Background: an optimization exercise with open tools, aiming at a short achievable clock period and few clock cycles. Do not read the settings as production practice.
For this run, only the layout was checked, not whether the RTL still works.
Power and IR drop assume default switching activity.

==> flow/run.sh <==
#!/bin/bash
# synth_recipe.tcl (not shown) runs the flow's synth.tcl, then flattens the netlist and writes it again
# the make line also repeats each setting of config.mk as NAME=value (left out here)
make -C /OpenROAD-flow-scripts/flow DESIGN_CONFIG=/design/flow/config.mk WORK_HOME=/design/flow/orfs CLKGATE_MAP_FILE= SYNTH_SCRIPT=/design/flow/synth_recipe.tcl finish
==> flow/config.mk <==
export PLATFORM = sky130hd
export DESIGN_NAME = MIPS
export DESIGN_NICKNAME = MIPS
export VERILOG_FILES = /design/flow/design.v
export SDC_FILE = /design/flow/constraint.sdc
export NUM_CORES = 4
export LEC_CHECK = 0
export CAP_MARGIN = 20
export CORE_MARGIN = 2
export CORE_UTILIZATION = 40
export SLEW_MARGIN = 20
==> flow/constraint.sdc <==
create_clock -name core_clock -period 10.5 [get_ports {clk}]
set_input_delay 2.1000 -clock core_clock [delete_from_list [all_inputs] [get_ports {clk}]]
set_output_delay 2.1000 -clock core_clock [all_outputs]
set_load 0.01 [all_outputs]
==> flow/design.v <==
`timescale 1ns/1ns
module MIPS(input clk, rst,
	output [31:0] imem_addr, input [31:0] imem_data,
	output [31:0] dmem_addr, output [31:0] dmem_wdata, output dmem_we, input [31:0] dmem_rdata);
	wire Is_SV, MemtoReg, Reg_Write, Mem_Read, Mem_Write ,  Branch, ALUsrc, ld;
	wire [1:0] regDst, writeDst, Jump;
	wire [2:0] ALUOp;
	wire [3:0] ALUOperation;
	wire [5:0] func, opcode;
	Data_path DP(clk , rst  , MemtoReg , Reg_Write , Mem_Read, Mem_Write , Branch , ALUsrc ,  ld , regDst ,   writeDst , Jump , ALUOperation, func, opcode,
		imem_addr, imem_data, dmem_addr, dmem_wdata, dmem_we, dmem_rdata);
	controller CU(opcode , MemtoReg , Reg_Write , Mem_Read ,Mem_Write ,  Branch , ALUsrc , ld , regDst ,  writeDst , Jump , ALUOp);
	ALU_control ALU_CU(func , ALUOp , ALUOperation);
endmodule
`timescale 1ns/1ns
module Data_path (input clk , reset , MemtoReg , Reg_Write , Mem_Read, Mem_Write  , Branch , ALUsrc ,  ld ,input [1:0] regDst ,   writeDst , Jump , input[3:0] ALUOperation, output [5:0]func, opcode,
  output [31:0] imem_addr, input [31:0] imem_data, output [31:0] dmem_addr, output [31:0] dmem_wdata, output dmem_we, input [31:0] dmem_rdata);
  wire [31:0] adrToPC, PC_out, PC_inc_out, Extend_data, instruction, WritetoReg_data,
  high_out, low_out, write_data, Read_data1, Read_data2, Operand_data2, branch_data
  , Mem_read_value , shifted_ext , adr_inc_out , concated;
  wire [63:0] ALU_result;
  wire Zero;
  wire [4:0] write_reg;
  wire [27:0] shifted_inst;
  PC CUT_PC(clk , reset, adrToPC , PC_out);
  PC_inc CUT_PCinc(PC_out, PC_inc_out);
  Sign_extend CUT_SE(instruction[15:0] , Extend_data);
  assign imem_addr = PC_out;
  assign instruction = imem_data;
  Mux4to1_32bit CUT_mux4_32( WritetoReg_data , PC_inc_out, high_out , low_out , writeDst , write_data);
  Mux3to1_5bit CUT_mux3_5( instruction[20:16] , instruction[15:11], 5'b11111, regDst , write_reg);
  Register_file CUT_RF(clk , reset ,  instruction[25:21] , instruction[20:16] , write_reg , write_data , Reg_Write , Read_data1 ,Read_data2);
  Mux2to1_32bit CUT_mux2_32( Read_data2 ,Extend_data , ALUsrc , Operand_data2);
  Shl2_32 CUT_shl2(Extend_data , shifted_ext);
  address_inc CUT_inc_adr( PC_inc_out, shifted_ext , adr_inc_out);
  assign can_branch = Zero & Branch;
  Mux2to1_32bit CUT3_mux2_32( PC_inc_out , adr_inc_out ,can_branch , branch_data);
  Shl2_26 CUT2_shl2( instruction[25:0] , shifted_inst);
  assign concated = {PC_inc_out[31:28], shifted_inst};
  Mux3to1_32bit CUT2_mux3_32( branch_data , concated, Read_data1 , Jump, adrToPC);
  ALU_32bit CUT_ALU(Read_data1, Operand_data2 , ALUOperation , ALU_result, Zero);
  REG32 High(reset, clk, ld, ALU_result[63:32], high_out);
  REG32 Low(reset, clk, ld, ALU_result[31:0], low_out);
  assign dmem_addr = ALU_result[31:0];
  assign dmem_wdata = Read_data2;
  assign dmem_we = Mem_Write;
  assign Mem_read_value = dmem_rdata;
  Mux2to1_32bit CUT2_mux2_32( ALU_result[31:0] , Mem_read_value ,MemtoReg , WritetoReg_data);
  assign func = instruction[5:0];
  assign opcode = instruction[31:26];
 endmodule
module controller (input [5:0] opcode , output reg MemtoReg , Reg_Write , Mem_Read , Mem_Write ,  Branch , ALUsrc , ld ,output reg [1:0] regDst ,  writeDst , Jump , output reg  [2:0] ALUOp);
	parameter [5:0] R_TYPE = 6'b000000;
	parameter [5:0] ADD_IMEDIATE = 6'b000001;  
	parameter [5:0] SLT_IMEDIATE = 6'b000010;  
	parameter [5:0] LOAD_WORD = 6'b000011;  
	parameter [5:0] SAVE_WORD = 6'b000100;  
	parameter [5:0] BRANCH_EQUAL = 6'b000101;  
	parameter [5:0] JUMP = 6'b000110;  
	parameter [5:0] JUMP_REG = 6'b000111;  
	parameter [5:0] JUMP_AND_LINK = 6'b001000;  
	always @ (*)
	begin 
		{MemtoReg , Reg_Write , Mem_Read , Branch , ALUsrc , ld, regDst , writeDst , Mem_Write ,  Jump , ALUOp} = 16'b0;
		Mem_Write = 1'b0;
		case (opcode)
		R_TYPE: begin  
			{regDst, Reg_Write, ALUsrc, MemtoReg, writeDst, Jump} = 9'b011000000;
			ALUOp = 3'b101;
		end
		ADD_IMEDIATE: begin  
			{regDst, Reg_Write, ALUsrc, MemtoReg, writeDst, Jump} = 9'b001100000;
			ALUOp = 3'b000;
		end
		SLT_IMEDIATE: begin  
			{regDst, Reg_Write, ALUsrc, MemtoReg, writeDst, Jump} = 9'b001100000;
			ALUOp = 3'b011;
		end	
		LOAD_WORD: begin  
			{regDst, MemtoReg, Reg_Write, Mem_Read, ALUsrc, writeDst, Jump} = 10'b0011110000;
			ALUOp = 3'b000;
			end	
		SAVE_WORD:begin  
			{ALUsrc, Mem_Write ,Jump} = 4'b1100;
			ALUOp = 3'b000;
			end
		BRANCH_EQUAL:begin  
			{Branch, Jump} = 3'b100;
			ALUOp = 3'b001;
		end
		JUMP:begin  
			{Jump} = 2'b01;
			end	
		JUMP_AND_LINK:begin  
			{Reg_Write, regDst, writeDst, Jump} = 7'b1100101;
			end
		JUMP_REG:begin  
			{Jump} = 2'b10;
			end		
		endcase
	end
endmodule 
module ALU_control(input [5:0] func , input [2:0] ALUop , output reg [3:0] ALUoperation);  
always @ (*)
	begin 
	  ALUoperation = 4'b0000;
	  case(ALUop)
	    0: ALUoperation = 4'b0000;  
	    1: ALUoperation = 4'b0111;  
	    2: ALUoperation = 4'b1000;  
	    3: ALUoperation = 4'b0110;  
	    4: ALUoperation = 4'b0010;  
	    5: case(func)
	         0: ALUoperation = 4'b0000;  
	         1: ALUoperation = 4'b0001;  
	         2: ALUoperation = 4'b0011;  
	         3: ALUoperation = 4'b0100;  
	         4: ALUoperation = 4'b0101;  
	         5: ALUoperation = 4'b0110;  
	         default: ALUoperation = 4'b0000;
	         endcase
	    default: ALUoperation = 4'b0000;
	     endcase
  end
endmodule
module ALU_32bit( input [31:0] In1 ,In2 , input [3:0] ALU_Sel ,output [63:0] Out, output Zero);
  reg [63:0] ALU_Result;
  reg temp_zero;
  always @(*)
  begin
      ALU_Result = 64'b0;
      temp_zero = 1'b0;
      case(ALU_Sel)
      4'b0000:  
       ALU_Result = In1 + In2; 
      4'b0001:  
       ALU_Result = In1 - In2;
      4'b0011:  
       ALU_Result = In1 & In2;
      4'b0100:  
       ALU_Result = In1 | In2;
      4'b0101:  
       ALU_Result = In1 ^ In2;
      4'b0110:  
       ALU_Result = ( In1 < In2 ) ? 32'd1 : 32'd0;
      4'b0111:  
       temp_zero = ( In1 == In2 ) ? 1'd1 : 1'd0  ;
      4'b1000:  
       temp_zero =  ( In1 == In2 ) ? 1'd0 : 1'd1;
        default: ALU_Result = 64'b0 ; 
      endcase
  end
  assign Out = ALU_Result;
  assign Zero = temp_zero;
endmodule
`timescale 1ns/1ns
module Register_file ( input clk, reset , input [4:0] Read_reg1 , Read_reg2 , write_reg ,  input [31:0] write_data , input reg_write ,output [31:0] Read_data1 ,Read_data2 );
	reg [31:0] Reg_data [0:31];
 	wire [31:0] test;
	assign test = Reg_data[9];
	integer i;
	assign Read_data1 = Reg_data[Read_reg1];
	assign Read_data2 = Reg_data[Read_reg2];
	always @ (posedge clk)
	begin 
		if ( reset )
			begin
				for ( i=0 ; i < 32 ; i = i+1)
					Reg_data [i] <= 0;
			end
		else 
			begin 
				if ( reg_write )
					if ( write_reg != 5'b0 )
						Reg_data[write_reg] <= write_data;
					else
					  Reg_data[write_reg] <= Reg_data[write_reg];
			end
	end
endmodule
`timescale 1ns/1ns
module REG32(input rst, clk, ld, input [31:0]data, output reg [31:0]out);
  always @(posedge clk) begin
      if(rst) out<=32'b0;
      else if(ld==1) out<=data;
      else out<=out;
  end
endmodule
`timescale 1ns/1ns
module PC(input clk , reset,  input [31:0] PC , 	output reg [31:0] PC_out);
	always @(posedge clk) begin
		if (reset)
			PC_out <=32'b0;
		else 
			PC_out <= PC;
	end
endmodule
module PC_inc ( input [31:0] PC , output [31:0] PC_inc_out);
	assign PC_inc_out = PC + 4;
endmodule
module address_inc( input [31:0] In1 , In2 , output [31:0] adr_inc_out);
	assign adr_inc_out = In1 + In2;
endmodule	
module Mux2to1_32bit( input [31:0] In1 , In2 ,input Sel , output [31:0]Out);
	assign Out = (Sel == 1'b0) ? In1 : 
	             (Sel == 1'b1) ? In2 : 32'bx;
endmodule
module Mux3to1_5bit( input [4:0] In1 , In2, In3 , input [1:0]Sel , output [4:0]Out);
	assign Out = (Sel == 2'b00) ? In1 : 
	             (Sel == 2'b01) ? In2 : 
	             (Sel == 2'b10) ? In3 : 5'bx;
endmodule
module Mux3to1_32bit( input [31:0] In1 , In2, In3 , input [1:0]Sel , output [31:0]Out);
	assign Out = (Sel == 2'b00) ? In1 : 
	             (Sel == 2'b01) ? In2 : 
	             (Sel == 2'b10) ? In3 : 32'bx;
endmodule
module Mux4to1_32bit( input [31:0] In1 , In2, In3 , In4 , input [1:0]Sel , output [31:0]Out);
	assign Out = (Sel == 2'b00) ? In1 : 
	             (Sel == 2'b01) ? In2 : 
	             (Sel == 2'b10) ? In3 : 
	             (Sel == 2'b11) ? In4 : 32'bx;
endmodule
module Sign_extend ( input [15:0] In , output reg [31:0] Out);
	integer i;
	always @ (*)
	begin 
		for ( i=16 ; i<32 ; i = i+1 )
		begin 
			Out [i] = In[15];
			Out [i-16] = In[i-16];
		end
	end
endmodule
module Shl2_32(input [31:0] In , 	output [31:0] Out);
    assign Out = {In[29:0], 2'b00};
endmodule
module Shl2_26(input [25:0] In , 	output [27:0] Out);
    assign Out = {In, 2'b00};
endmodule
==> results.py <==
metrics = {
    "outcome": {
        "status": "finished clean",
    },
    "power": {
        "p_clk_share_pct": 31.7,
        "p_switching_uw": 4120,
        "pwr-share-seq_pct": 39.8,
        "swShare_pct": 33.8,
        "p_leak_uw": 0.0256,
        "internal_power_uw": 8070,
        "ir_worst_vdd_uv": 127,
        "pwr-share-comb_pct": 28.6,
        "powerDensity_mw_per_mm2": 173,
    },
    "timing": {
        "holdWs_ps": 572,
        "setup_viol": 0,
        "slew_violations": 0,
        "period_share_pct": 97.5,
        "tightest_slew_ps": 1140,
        "maxSlewHeadroom_pct": 23.4,
        "fmax_ghz": 0.0977,
        "setup_tns_ps": 0,
        "period_needed_ps": 10240,
        "fin_worst_skew_ps": 35.1,
        "rsz0062_at_grt": "false",
        "finalHoldViolCount": 0,
    },
    "layout": {
        "finish.utilization_pct": 45.9,
        "final_nets": 5243,
        "syn_to_final_growth_pct": 13.9,
        "fill_cells": 13800,
        "drive_gt1_share_pct": 23.6,
    },
    "worst_setup_path": {
        "critPathCaptureType": "primary output",
        "path_class": "in2out",
        "worstPathRequired_ps": 8400,
        "r2r-end": "DP.CUT_RF.Reg_data[5][27]$_SDFFCE_PN0P_",
        "r2r_cells": 22,
        "reg2reg_slack_ps": 3650,
        "critPathLaunchType": "input port",
        "critPathTopFamily": "multiplexers",
        "slowest_stage": "mux2i_1",
        "crit_chain": "buf_8 -> mux4_2 -> mux4_2 -> mux2i_1 -> buf_4 -> inv_1 -> ha_1 -> nor2_1 -> buf_4 -> inv_1 -> nor3_1 -> nor2_1 -> nor4_1 -> a211oi_1 -> buf_4 -> o221ai_1 -> buf_4 -> a21oi_1 -> mux2_2 -> o21ai_1 -> clkdlybuf4s50_1",
        "path_buf_inv": 8,
        "reg2reg_from": "DP.CUT_RF.Reg_data[19][7]$_SDFFCE_PN0P_",
        "critPathArrivalTime_ps": 8140,
        "cp_max_fo": 43,
        "worst_path_largest_cell_delay_ps": 610,
        "crit_top_cell": "buf_4",
    },
    "clock_tree": {
        "numCtsBuffers": 108,
        "htreeDepth": 3,
        "cts_buffer_depth": 3,
        "tritoncts": "yes",
        "clkTransAtPathRegs_ps": 60,
        "cts_hold_buf": 0,
        "clock-sinks": 1056,
        "insertion_delay_ps": 750,
        "cts_root_buf": "clkbuf_16",
        "postCtsSetupBuffers": 0,
        "cts_resized": 0,
    },
    "routing": {
        "final_antenna_net_count": 0,
        "drt-total-wl_um": 256000,
        "wl_per_cell_um": 35.7,
        "via_per_inst": 6.58,
        "num_vias": 47200,
        "drtPass1Iterations": 6,
        "drc_errors": 0,
        "drt_iter0_drc": 7387,
    },
    "synth": {
        "synth_edf_count": 1024,
        "synth_cell_types": 97,
        "synth.area.top_cells": "edfxtp_1 (50%), mux4_2 (20%), nor2_1 (6.9%), mux2i_1 (2.7%), ha_1 (2.5%)",
        "synthTopCellsByCount": "nor2_1 (1,141), edfxtp_1 (1,024), mux4_2 (548), clkbuf_1 (342), a21oi_1 (199)",
        "ys.flop_type": "edfxtp_1",
        "yosysSeqAreaShare_pct": 50.7,
        "yosys_warnings": 8,
        "syn_avg_cell_area_um2": 12.7,
        "yosys.area.top_type_share_pct": 49.6,
        "synth_area_leader_cell": "edfxtp_1",
        "synth_cells": 4894,
        "async_flop_share_pct": 0,
        "yosysMostFrequentCell": "nor2_1",
        "synth_seq_cells": 1056,
        "syn-cell-area_mm2": 0.0619,
    },
    "global_route": {
        "overflow": 0,
        "grt_usage_pct": 32.1,
        "grt_pass1_vias": 46300,
        "grt_max_degree": 99,
        "antenna_found_initial": 7,
        "grt_pass1_wl_um": 356000,
    },
    "worst_hold_path": {
        "hold_path.class": "reg2reg",
        "holdPathStages": 2,
        "hold_end": "DP.CUT_PC.PC_out[1]$_SDFFE_PP0N_",
        "hp-start": "DP.CUT_PC.PC_out[1]$_SDFFE_PP0N_",
    },
    "floorplanning": {
        "dieArea_mm2": 0.158,
        "initial_core_util_pct": 40.3,
        "fp.dieH_um": 398,
        "row_count": 144,
        "core_area_mm2": 0.154,
        "ios": 163,
        "die_x_um": 398,
    },
    "place": {
        "portBuffers": 162,
        "hpwl_um": 162000,
        "gp_congestion": 0.996,
    },
    "job": {
        "cap_violations": 0,
    },
}
stage by stage:
step	setup WS [ps]	area (µm²)	cells	total power, µW
CTS	200	70600	7179	12100
floorplan	1260	62100	4925	6850
finish	263	70600	7180	12200
global route	34.2	70600	7179	12500
detailed placement	217	67200	6984	8310
global placement	213	67200	6984	8310
layer usage:
layer  GRT usage, %  part of all wire (%)  up-vias
met1           40.9                    35    24000
li1               -                     -    18900
met4           17.3                   6.3       10
met3           8.55                    13      799
met5          0.333                 0.050        -
met2           50.0                    45     3606
power groups by stage:
stage,combinational (µW),sequential [µW],clock (µW)
2_1_floorplan,1950,4900,0
3_3_place_gp,3380,4920,0
3_5_place_dp,3370,4930,0
4_1_cts,3390,4850,3870
5_1_grt,3610,4860,4010
6_report,3480,4850,3860
state kept, by name, summed over array words and instances (netlist names):
name / count
DP.CUT_RF.Reg_data: 1024
DP.CUT_PC.PC_out: 32
cell type report:
type / count / area [µm²] / area share, %
diodes: 1 / 2.50 / 0.00355
clock buffers: 137 / 2880 / 4.07
clock inverters: 58 / 515 / 0.730
inverters: 121 / 454 / 0.643
multi-input cells: 3320 / 28800 / 40.8
flip-flops and latches: 1056 / 31400 / 44.5
well taps: 2044 / 2560 / 3.62
repair buffers: 443 / 4020 / 5.70
kinds of logic after synthesis:
logic type / synth area share [%]
other: 0.00605
AO/OA/AOI/OAI: 7.57
XOR/XNOR: 0.877
multiplexers: 23.5
buffers and inverters: 3.63
AND/OR/NAND/NOR: 11.1
adder cells (fa/ha/maj): 2.60
flip-flops: 50.7
cells in the final DEF (no fill, tap or decap), types with 16 or more instances in the layout:
cell type | Yosys | layout
dfxtp_1 | 32 | 32
nand2_1 | 187 | 156
nand3_1 | 47 | 47
o211ai_1 | 19 | 19
clkinv_2 | 0 | 20
nor2_2 | 21 | 24
a22oi_1 | 96 | 96
xor2_1 | 28 | 28
a221oi_1 | 17 | 17
or3_1 | 19 | 18
clkinv_1 | 0 | 22
nor4_1 | 17 | 16
conb_1 | 1 | 32
clkbuf_16 | 0 | 111
buf_12 | 1 | 23
nand2_2 | 0 | 31
nor2_1 | 1141 | 1137
nor3_1 | 35 | 35
nand4_1 | 19 | 19
o21ai_0 | 126 | 119
nand2b_2 | 0 | 28
xnor2_1 | 34 | 34
clkbuf_1 | 342 | 26
a21o_1 | 30 | 30
edfxtp_1 | 1024 | 1024
mux2i_1 | 170 | 170
or2_2 | 26 | 26
ha_1 | 124 | 124
mux4_2 | 548 | 548
buf_4 | 13 | 261
inv_1 | 121 | 121
mux2_2 | 46 | 46
a31oi_1 | 17 | 16
o21bai_1 | 37 | 37
a21oi_1 | 199 | 192
o21a_1 | 17 | 17
nand2b_1 | 55 | 24
clkdlybuf4s50_1 | 0 | 151
worst reg2reg max path, stage by stage, from the launching register on:
cell and delay (ps):
edfxtp_1 400, mux4_2 490, mux4_2 470, mux2i_1 640, buf_4 250, inv_1 60, ha_1 460, a21oi_1 110
o21bai_1 160, a21o_1 160, a21oi_1 110, o31ai_1 610, nor2_1 150, a21oi_2 220, buf_4 180, a31oi_1 130
a221o_1 310, a221o_1 330, buf_4 170, o211ai_4 430, a21boi_4 250, buf_4 370, nor2_1 100
how the worst max path moves through the flow:
stage / from / endpoint / cells after the start
finish: imem_data[21] / dmem_addr[17] / 21
global placement: imem_data[21] / dmem_addr[20] / 21
CTS: imem_data[21] / dmem_addr[20] / 21
floorplan: imem_data[21] / dmem_addr[12] / 15
detailed placement: imem_data[21] / dmem_addr[20] / 21
global route: imem_data[16] / dmem_addr[23] / 24

-- afterwards: timing with drivers on the ports --
Ports are ideal in the flow. The routed layout listed here was re-timed in OpenROAD.
Step 1 sets driving cells, clkbuf_16 on the clock port and buf_2 on the other inputs (assumed; they add their load-dependent delay and slew).
Step 2 also shifts input and output timing later by t, the mid clock arrival at the registers, as if the neighbouring blocks saw the same clock.
a / b / c = ideal ports / drivers / drivers and shift; a / b = the first two.
shift t [ns]: 0.818
slack for setup (ns): 0.263 / 0.216 / 0.216
worst setup path at the end: input to output
worst data-port slew with drivers (ns): 0.06
After both steps setup and hold are still met in this run. The setup slack of this run moves by -0.047 ns with the drivers and by -0.047 ns with both steps.
